Background: an optimization exercise with open tools, aiming at small area and a short achievable clock period. Do not read the settings as production practice.
Function was checked by simulation only, so behaviour that the tests miss may differ from the original.
Power figures rest on the tool's default switching activity, not on a simulated workload.

==> build 33 <==
==> flow/design.v (excerpt) <==
module NoC (
    input wire clk,
    input wire rst,
    input wire [3:0] in_west,
    input wire [3:0] in_south,
    input wire [3:0] in_east,
    input wire [3:0] in_north,
    input wire [1:0] west_sel,
    input wire [1:0] south_sel,
    input wire [1:0] east_sel,
    input wire [1:0] north_sel,
    input wire in_west_valid,
    input wire in_south_valid,
    input wire in_east_valid,
    input wire in_north_valid,
    input wire in_west_vc,
    input wire in_south_vc,
    input wire in_east_vc,
    input wire in_north_vc,
    output wire [3:0] out_west,
    output wire [3:0] out_south,
    output wire [3:0] out_east,
    output wire [3:0] out_north,
    output wire out_west_valid,
    output wire out_south_valid,
    output wire out_east_valid,
    output wire out_north_valid,
    output wire out_west_vc,
    output wire out_south_vc,
    output wire out_east_vc,
    output wire out_north_vc
);
Settings: LEC_CHECK=0, CAP_MARGIN=30, CORE_MARGIN=2, CORE_UTILIZATION=35, CTS_CLUSTER_DIAMETER=100, CTS_CLUSTER_SIZE=20, PLACE_DENSITY=0.45, SLEW_MARGIN=30; clock period 12.0 ns.
standard.sh (not shown) runs the stock make flow with config.mk's settings and CLKGATE_MAP_FILE= SYNTH_SCRIPT=/design/flow/synth_recipe.tcl, a recipe that flattens the netlist after the stock synthesis.
==> flow/flow/run.sh <==
#!/bin/bash
# The standard ORFS layout (the standard.sh, standard synthesis included),
# with timing repair aimed at a 6.5 ns setup margin instead of the default:
# the design's paths are far shorter than the 12 ns clock, and the default
# margin stops the repair long before they are as fast as they can be made.
set -euo pipefail
bash standard.sh SETUP_SLACK_MARGIN=6.5 finish > standard_flow.log 2>&1
==> build 10 (differences from build 33) <==
--- a/flow/design.v
+++ b/flow/design.v
@@ -330,32 +330,34 @@
             assign out_valid[o] = cwin[o] != 4'b0;
             assign out_vc[o]    = (cwin[o] & sa_vc) != 4'b0;
         end
     endgenerate
     always @(posedge clk or posedge rst) begin
         if (rst) begin
             lk <= 5'b0;
-            for (k = 0; k < 5; k = k + 1) clast[k] <= 4'b0001;
+            for (k = 0; k < 5; k = k + 1) begin
+                clast[k] <= 4'b0001;
+                lid[k] <= 7'd0;
+            end
         end else begin
             for (k = 0; k < 5; k = k + 1) begin
                 if (cwin[k] != 4'b0) begin
                     clast[k] <= cwin[k];
                     if (!lk[k]) begin
-                        if (wtype[k] == 3'b000) lk[k] <= 1'b1;
+                        if (wtype[k] == 3'b000) begin
+                            lk[k] <= 1'b1;
+                            lid[k] <= wid[k];
+                        end
                     end else if (wtype[k] == 3'b010) begin
                         lk[k] <= 1'b0;
                     end
                 end
             end
         end
     end
-    always @(posedge clk) begin
-        for (k = 0; k < 5; k = k + 1)
-            if (cwin[k] != 4'b0 && !lk[k] && wtype[k] == 3'b000) lid[k] <= wid[k];
-    end
 endmodule
 module Buffer (
     input  wire        clk,
     input  wire        rst,
     input  wire [64:0] din,
     input  wire        dvalid,
     input  wire        dvc,
@@ -399,41 +401,21 @@
                       ({48{ps1[2]}} & P1[2]) | ({48{ps1[3]}} & P1[3]);
     wire [16:0] hh = a0 ? H0[0] : H1[0];
     assign cbs = {hh, pay};
     wire dq0 = cgrant & a0;
     wire dq1 = cgrant & a1;
     wire eq0 = dvalid & ~dvc & ~t0[3];
     wire eq1 = dvalid &  dvc & ~t1[3];
-    wire [3:0] sh0, ld0, sh1, ld1;
-    genvar g;
-    generate
-        for (g = 0; g < 4; g = g + 1) begin : hq
-            if (g < 3) begin : mid
-                assign sh0[g] = dq0 & t0[g+1];
-                assign sh1[g] = dq1 & t1[g+1];
-            end else begin : top
-                assign sh0[g] = 1'b0;
-                assign sh1[g] = 1'b0;
-            end
-            if (g > 0) begin : up
-                assign ld0[g] = ~sh0[g] & ((dq0 & t0[g]) | (eq0 & ~t0[g] & t0[g-1]));
-                assign ld1[g] = ~sh1[g] & ((dq1 & t1[g]) | (eq1 & ~t1[g] & t1[g-1]));
-            end else begin : bot
-                assign ld0[g] = ~sh0[g] & ((dq0 & t0[g]) | (eq0 & ~t0[g]));
-                assign ld1[g] = ~sh1[g] & ((dq1 & t1[g]) | (eq1 & ~t1[g]));
-            end
-        end
-    endgenerate
     integer i;
     always @(posedge clk) begin
         for (i = 0; i < 4; i = i + 1) begin
-            H0[i] <= ({17{sh0[i]}} & H0[i < 3 ? i + 1 : 3]) | ({17{ld0[i]}} & dh) |
-                     ({17{~sh0[i] & ~ld0[i]}} & H0[i]);
-            H1[i] <= ({17{sh1[i]}} & H1[i < 3 ? i + 1 : 3]) | ({17{ld1[i]}} & dh) |
-                     ({17{~sh1[i] & ~ld1[i]}} & H1[i]);
+            if (dq0 || (eq0 && !t0[i] && (i == 0 || t0[i > 0 ? i - 1 : 0])))
+                H0[i] <= (dq0 && i < 3 && t0[i < 3 ? i + 1 : 3]) ? H0[i < 3 ? i + 1 : 3] : dh;
+            if (dq1 || (eq1 && !t1[i] && (i == 0 || t1[i > 0 ? i - 1 : 0])))
+                H1[i] <= (dq1 && i < 3 && t1[i < 3 ? i + 1 : 3]) ? H1[i < 3 ? i + 1 : 3] : dh;
             if (eq0 && tp0[i]) P0[i] <= dp;
             if (eq1 && tp1[i]) P1[i] <= dp;
         end
     end
     always @(posedge clk or posedge rst) begin
         if (rst) begin
             t0 <= 4'b0; t1 <= 4'b0;
==> flow/run.sh (new file) <==
#!/bin/bash
# synth_recipe.tcl (not shown) runs the flow's synth.tcl, then flattens the netlist and writes it again
# the make line also repeats each setting of config.mk as NAME=value (left out here)
make -C /OpenROAD-flow-scripts/flow DESIGN_CONFIG=/design/flow/config.mk WORK_HOME=/design/flow/orfs CLKGATE_MAP_FILE= SYNTH_SCRIPT=/design/flow/synth_recipe.tcl finish
- CTS_CLUSTER_DIAMETER: 100 -> not set
- CTS_CLUSTER_SIZE: 20 -> not set
- SETUP_SLACK_MARGIN: not set -> 5
removed: flow/flow/run.sh
removed: flow/standard.sh
==> trial 9 (differences from build 33) <==
--- a/flow/design.v
+++ b/flow/design.v
@@ -267,94 +267,102 @@
             for (i = 0; i < 4; i = i + 1)
                 rr[i] = r[i] & (l[(i+3)%4] |
                                 (l[(i+2)%4] & ~r[(i+3)%4]) |
                                 (l[(i+1)%4] & ~r[(i+2)%4] & ~r[(i+3)%4]) |
                                 (l[i] & ~r[(i+1)%4] & ~r[(i+2)%4] & ~r[(i+3)%4]));
         end
     endfunction
-    reg  [3:0] vlast [0:4];
+    function [1:0] enc4;
+        input [3:0] oh;
+        begin
+            enc4 = {oh[3] | oh[2], oh[3] | oh[1]};
+        end
+    endfunction
+    reg  [1:0] vlast [0:4];      
     wire [3:0] vwin  [0:4];
     wire [3:0] vwon;
     wire [3:0] g;
     genvar o;
     generate
         for (o = 0; o < 5; o = o + 1) begin : va
             wire [3:0] r;
             for (p = 0; p < 4; p = p + 1) begin : rq
                 assign r[p] = rc_valid[p] & poh[p][o];
             end
-            assign vwin[o] = rr(vlast[o], r);
+            assign vwin[o] = rr(4'b0001 << vlast[o], r);
         end
         for (p = 0; p < 4; p = p + 1) begin : vg
             assign vwon[p] = vwin[0][p] | vwin[1][p] | vwin[2][p] | vwin[3][p] | vwin[4][p];
             assign g[p] = vwon[p] & |(poh[p] & (rvc[p] ? {av[9], av[7], av[5], av[3], av[1]} : {av[8], av[6], av[4], av[2], av[0]}));
             wire gv = req[p] ? sa_vc[p] : rc_vc[p];
             assign vgrant[p] = g[p] ? (gv ? 2'b10 : 2'b01) : 2'b00;
         end
     endgenerate
     always @(posedge clk or posedge rst) begin
         if (rst) begin
-            for (k = 0; k < 5; k = k + 1) vlast[k] <= 4'b0001;
+            for (k = 0; k < 5; k = k + 1) vlast[k] <= 2'd0;
             for (k = 0; k < 8; k = k + 1) cred[k] <= 3'd4;
         end else begin
             for (k = 0; k < 5; k = k + 1)
-                if ((vwin[k] & g) != 4'b0) vlast[k] <= vwin[k];
+                if ((vwin[k] & g) != 4'b0) vlast[k] <= enc4(vwin[k]);
             for (k = 0; k < 8; k = k + 1)
                 cred[k] <= cred[k] + {2'b0, cred_in[k]} - {2'b0, vgrant[k/2][k%2]};
         end
     end
-    reg  [3:0] clast [0:4];
+    reg  [1:0] clast [0:4];      
     reg  [4:0] lk;
     reg  [6:0] lid   [0:4];
     wire [3:0] cwin  [0:4];
+    wire [4:0] cany;             
     wire [2:0] wtype [0:4];
     wire [6:0] wid   [0:4];
     generate
         for (o = 0; o < 5; o = o + 1) begin : sa
             wire [3:0] r;
             for (p = 0; p < 4; p = p + 1) begin : rq
                 assign r[p] = req[p] & poh[p][o] &
                               (!lk[o] || cbs[p][54:48] == lid[o]);
             end
-            assign cwin[o] = rr(clast[o], r);
+            assign cwin[o] = rr(4'b0001 << clast[o], r);
+            assign cany[o] = r != 4'b0;
             assign wtype[o] = ({3{cwin[o][0]}} & cbs[0][57:55]) | ({3{cwin[o][1]}} & cbs[1][57:55]) |
                               ({3{cwin[o][2]}} & cbs[2][57:55]) | ({3{cwin[o][3]}} & cbs[3][57:55]);
             assign wid[o]   = ({7{cwin[o][0]}} & cbs[0][54:48]) | ({7{cwin[o][1]}} & cbs[1][54:48]) |
                               ({7{cwin[o][2]}} & cbs[2][54:48]) | ({7{cwin[o][3]}} & cbs[3][54:48]);
         end
         for (p = 0; p < 4; p = p + 1) begin : sg
             assign cgrant[p] = cwin[0][p] | cwin[1][p] | cwin[2][p] | cwin[3][p] | cwin[4][p];
         end
         for (o = 0; o < 4; o = o + 1) begin : xb
             assign out_data[o*65 +: 65] = ({65{cwin[o][0]}} & cbs[0]) | ({65{cwin[o][1]}} & cbs[1]) |
                                           ({65{cwin[o][2]}} & cbs[2]) | ({65{cwin[o][3]}} & cbs[3]);
-            assign out_valid[o] = cwin[o] != 4'b0;
+            assign out_valid[o] = cany[o];
             assign out_vc[o]    = (cwin[o] & sa_vc) != 4'b0;
         end
     endgenerate
     always @(posedge clk or posedge rst) begin
         if (rst) begin
             lk <= 5'b0;
-            for (k = 0; k < 5; k = k + 1) clast[k] <= 4'b0001;
+            for (k = 0; k < 5; k = k + 1) clast[k] <= 2'd0;
         end else begin
             for (k = 0; k < 5; k = k + 1) begin
-                if (cwin[k] != 4'b0) begin
-                    clast[k] <= cwin[k];
+                if (cany[k]) begin
+                    clast[k] <= enc4(cwin[k]);
                     if (!lk[k]) begin
                         if (wtype[k] == 3'b000) lk[k] <= 1'b1;
                     end else if (wtype[k] == 3'b010) begin
                         lk[k] <= 1'b0;
                     end
                 end
             end
         end
     end
     always @(posedge clk) begin
         for (k = 0; k < 5; k = k + 1)
-            if (cwin[k] != 4'b0 && !lk[k] && wtype[k] == 3'b000) lid[k] <= wid[k];
+            if (cany[k] && !lk[k] && wtype[k] == 3'b000) lid[k] <= wid[k];
     end
 endmodule
 module Buffer (
     input  wire        clk,
     input  wire        rst,
     input  wire [64:0] din,
     input  wire        dvalid,
@@ -471,21 +479,25 @@
     input  wire        vc_in,
     output reg  [3:0]  data_out,
     output reg         valid_out,
     output reg         vc_out
 );
     reg [63:0] s [0:4];
     reg [4:0]  vcs;
-    reg [4:0]  hd, tl;           
-    wire [4:0] tx = {hd[0], hd[4:1]};    
-    reg [2:0]  fc;
+    reg [2:0]  hb, tb;           
+    wire [2:0] xb = (hb == 3'd0) ? 3'd4 : hb - 3'd1;    
+    wire [4:0] hd = 5'b00001 << hb;
+    wire [4:0] tl = 5'b00001 << tb;
+    wire [4:0] tx = 5'b00001 << xb;
     reg [3:0]  count;
     wire sending = (count != 4'd0);
-    wire do_enq = valid_in && !fc[2];
-    wire do_deq = !sending && (fc != 3'd0);
+    wire empty = (tb == hb);
+    wire full  = (tb == xb);
+    wire do_enq = valid_in && !full;
+    wire do_deq = !sending && !empty;
     integer i;
     always @(posedge clk) begin
         for (i = 0; i < 5; i = i + 1)
             if (do_enq && tl[i]) begin
                 s[i]   <= data_in;
                 vcs[i] <= vc_in;
             end
@@ -499,33 +511,28 @@
             cur = cur | ({64{hd[i] & do_deq | tx[i] & ~do_deq}} & s[i]);
             nvc = nvc | (hd[i] & vcs[i]);
         end
     end
     wire [3:0] nib = cur[count*4 +: 4];
     always @(posedge clk or posedge rst) begin
         if (rst) begin
-            hd <= 5'b00001; tl <= 5'b00001;
-            fc <= 3'd0; count <= 4'd0;
+            hb <= 3'd0; tb <= 3'd0;
+            count <= 4'd0;
             data_out <= 4'b0; valid_out <= 1'b0; vc_out <= 1'b0;
         end else begin
             valid_out <= do_deq || sending;
             if (do_deq || sending) data_out <= nib;
             if (do_deq) begin
-                hd <= {hd[3:0], hd[4]};
+                hb <= (hb == 3'd4) ? 3'd0 : hb + 3'd1;
                 vc_out <= nvc;
                 count <= 4'd1;
             end else if (sending) begin
                 count <= count + 4'd1;
             end
-            if (do_enq) tl <= {tl[3:0], tl[4]};
-            case ({do_enq, do_deq})
-                2'b10: fc <= fc + 3'd1;
-                2'b01: fc <= fc - 3'd1;
-                default: ;
-            endcase
+            if (do_enq) tb <= (tb == 3'd4) ? 3'd0 : tb + 3'd1;
         end
     end
 endmodule
 module Deserializer (
     input  wire        clk,
     input  wire        rst,
     input  wire [3:0]  data_in,
==> flow/flow/run.sh (replaced) <==
#!/bin/bash
# The standard ORFS layout (the standard.sh, standard synthesis included),
# with timing repair aimed at a 6.5 ns setup margin instead of the default and
# allowed to resize cells to other footprints: the design's paths are far
# shorter than the 12 ns clock, and the default repair stops long before they
# are as fast as they can be made.
set -euo pipefail
bash standard.sh SETUP_SLACK_MARGIN=6.5 MATCH_CELL_FOOTPRINT=0 finish > standard_flow.log 2>&1
==> trial 12 (differences from build 33) <==
--- a/flow/design.v
+++ b/flow/design.v
@@ -330,32 +330,34 @@
             assign out_valid[o] = cwin[o] != 4'b0;
             assign out_vc[o]    = (cwin[o] & sa_vc) != 4'b0;
         end
     endgenerate
     always @(posedge clk or posedge rst) begin
         if (rst) begin
             lk <= 5'b0;
-            for (k = 0; k < 5; k = k + 1) clast[k] <= 4'b0001;
+            for (k = 0; k < 5; k = k + 1) begin
+                clast[k] <= 4'b0001;
+                lid[k] <= 7'd0;
+            end
         end else begin
             for (k = 0; k < 5; k = k + 1) begin
                 if (cwin[k] != 4'b0) begin
                     clast[k] <= cwin[k];
                     if (!lk[k]) begin
-                        if (wtype[k] == 3'b000) lk[k] <= 1'b1;
+                        if (wtype[k] == 3'b000) begin
+                            lk[k] <= 1'b1;
+                            lid[k] <= wid[k];
+                        end
                     end else if (wtype[k] == 3'b010) begin
                         lk[k] <= 1'b0;
                     end
                 end
             end
         end
     end
-    always @(posedge clk) begin
-        for (k = 0; k < 5; k = k + 1)
-            if (cwin[k] != 4'b0 && !lk[k] && wtype[k] == 3'b000) lid[k] <= wid[k];
-    end
 endmodule
 module Buffer (
     input  wire        clk,
     input  wire        rst,
     input  wire [64:0] din,
     input  wire        dvalid,
     input  wire        dvc,
@@ -399,41 +401,21 @@
                       ({48{ps1[2]}} & P1[2]) | ({48{ps1[3]}} & P1[3]);
     wire [16:0] hh = a0 ? H0[0] : H1[0];
     assign cbs = {hh, pay};
     wire dq0 = cgrant & a0;
     wire dq1 = cgrant & a1;
     wire eq0 = dvalid & ~dvc & ~t0[3];
     wire eq1 = dvalid &  dvc & ~t1[3];
-    wire [3:0] sh0, ld0, sh1, ld1;
-    genvar g;
-    generate
-        for (g = 0; g < 4; g = g + 1) begin : hq
-            if (g < 3) begin : mid
-                assign sh0[g] = dq0 & t0[g+1];
-                assign sh1[g] = dq1 & t1[g+1];
-            end else begin : top
-                assign sh0[g] = 1'b0;
-                assign sh1[g] = 1'b0;
-            end
-            if (g > 0) begin : up
-                assign ld0[g] = ~sh0[g] & ((dq0 & t0[g]) | (eq0 & ~t0[g] & t0[g-1]));
-                assign ld1[g] = ~sh1[g] & ((dq1 & t1[g]) | (eq1 & ~t1[g] & t1[g-1]));
-            end else begin : bot
-                assign ld0[g] = ~sh0[g] & ((dq0 & t0[g]) | (eq0 & ~t0[g]));
-                assign ld1[g] = ~sh1[g] & ((dq1 & t1[g]) | (eq1 & ~t1[g]));
-            end
-        end
-    endgenerate
     integer i;
     always @(posedge clk) begin
         for (i = 0; i < 4; i = i + 1) begin
-            H0[i] <= ({17{sh0[i]}} & H0[i < 3 ? i + 1 : 3]) | ({17{ld0[i]}} & dh) |
-                     ({17{~sh0[i] & ~ld0[i]}} & H0[i]);
-            H1[i] <= ({17{sh1[i]}} & H1[i < 3 ? i + 1 : 3]) | ({17{ld1[i]}} & dh) |
-                     ({17{~sh1[i] & ~ld1[i]}} & H1[i]);
+            if (dq0 || (eq0 && !t0[i] && (i == 0 || t0[i > 0 ? i - 1 : 0])))
+                H0[i] <= (dq0 && i < 3 && t0[i < 3 ? i + 1 : 3]) ? H0[i < 3 ? i + 1 : 3] : dh;
+            if (dq1 || (eq1 && !t1[i] && (i == 0 || t1[i > 0 ? i - 1 : 0])))
+                H1[i] <= (dq1 && i < 3 && t1[i < 3 ? i + 1 : 3]) ? H1[i < 3 ? i + 1 : 3] : dh;
             if (eq0 && tp0[i]) P0[i] <= dp;
             if (eq1 && tp1[i]) P1[i] <= dp;
         end
     end
     always @(posedge clk or posedge rst) begin
         if (rst) begin
             t0 <= 4'b0; t1 <= 4'b0;
- CTS_CLUSTER_DIAMETER: 100 -> not set
- CTS_CLUSTER_SIZE: 20 -> not set
==> comparison table <==
| metric | trial 12 | build 10 | trial 9 | build 33 |
|---|---|---|---|---|
| Result of the run | timing/DRC/antenna clean | timing/DRC/antenna clean | timing/DRC/antenna clean | timing/DRC/antenna clean |
| Synth Area in XOR/XNOR | 0.942% | 0.942% | 1.12% | 1.12% |
| Post-route total power | 202000 uW | 201000 uW | 270000 uW | 169000 uW |
| Final wirelength | 4730000 um | 4670000 um | 4780000 um | 4900000 um |
| Multi-input combinational cell count | 44900 | 44900 | 48700 | 49000 |
| Non-Clock Buffer Area Fraction | 2.91% | 1.91% | 3.13% | 3.24% |
| Power per Cell Area | 155 nW/um^2 | 158 nW/um^2 | 221 nW/um^2 | 137 nW/um^2 |
| Slowest stage cell, crit path | sky130_fd_sc_hd__o21ai_4 | sky130_fd_sc_hd__nor3_1 | sky130_fd_sc_hd__dfrtp_1 | sky130_fd_sc_hd__mux2i_4 |
| Tapcells | 42400 | 42400 | 41300 | 41800 |
| Cell area reported after detailed placement | 1180000 sq um | 1180000 sq um | 1150000 sq um | 1160000 sq um |
| Crit path largest cell delay | 0.33 ns | 0.93 ns | 1.01 ns | 0.51 ns |
| Vias in the first global route | 723000 | 718000 | 734000 | 742000 |
| Terminus of the critical flop-to-flop path | col[3].row[3].router.ib[3].buffer.P1[2][26]$_DFFE_PP_ | col[3].row[2].router.ib[0].buffer.P0[0][42]$_DFFE_PP_ | col[3].row[3].router.ib[3].buffer.P1[2][3]$_DFFE_PP_ | col[3].row[3].router.ib[2].buffer.P0[3][0]$_DFFE_PP_ |
| Routed WL per cell | 37.9 um | 37.8 um | 38.0 um | 38.5 um |
| HPWL after DPL | 3200000 um | 3200000 um | 3290000 um | 3370000 um |
| Logic gate share of total power | 5.0% | 4.7% | 36.0% | 5.5% |
| Worst setup path class | in -> out | reg -> reg | reg -> reg | in -> out |
| Initial core utilization | 35.1% | 35.1% | 35.0% | 35.1% |

## port drivers added, routing unchanged
Ports are ideal in the flow. The routed layouts listed here were re-timed in OpenROAD.
Step 1 assumes that a clkbuf_16 drives the clock port and a buf_2 every other input.
Step 2 moves the port delays by t, midway between the first and last clock arrival at a register: inputs arrive t later, outputs are due t later. That takes back most of the time a late clock gives input paths.
Three values: ideal, step 1, step 2; two values: the first two.
run	shift t [ns]	setup slack, ns	worst setup path after step 2
build 33	1.881	6.193 / 5.823 / 5.699	input to register
build 10	2.023	4.966 / 4.966 / 4.966	register to register
trial 9	1.908	6.344 / 6.287 / 6.209	input to register
trial 12	2.026	6.229 / 6.152 / 6.152	input to output
After both steps every run listed still meets setup and hold. For build 33, which loses most, drivers alone change the setup slack by -0.370 ns; drivers and shift together by -0.494 ns.
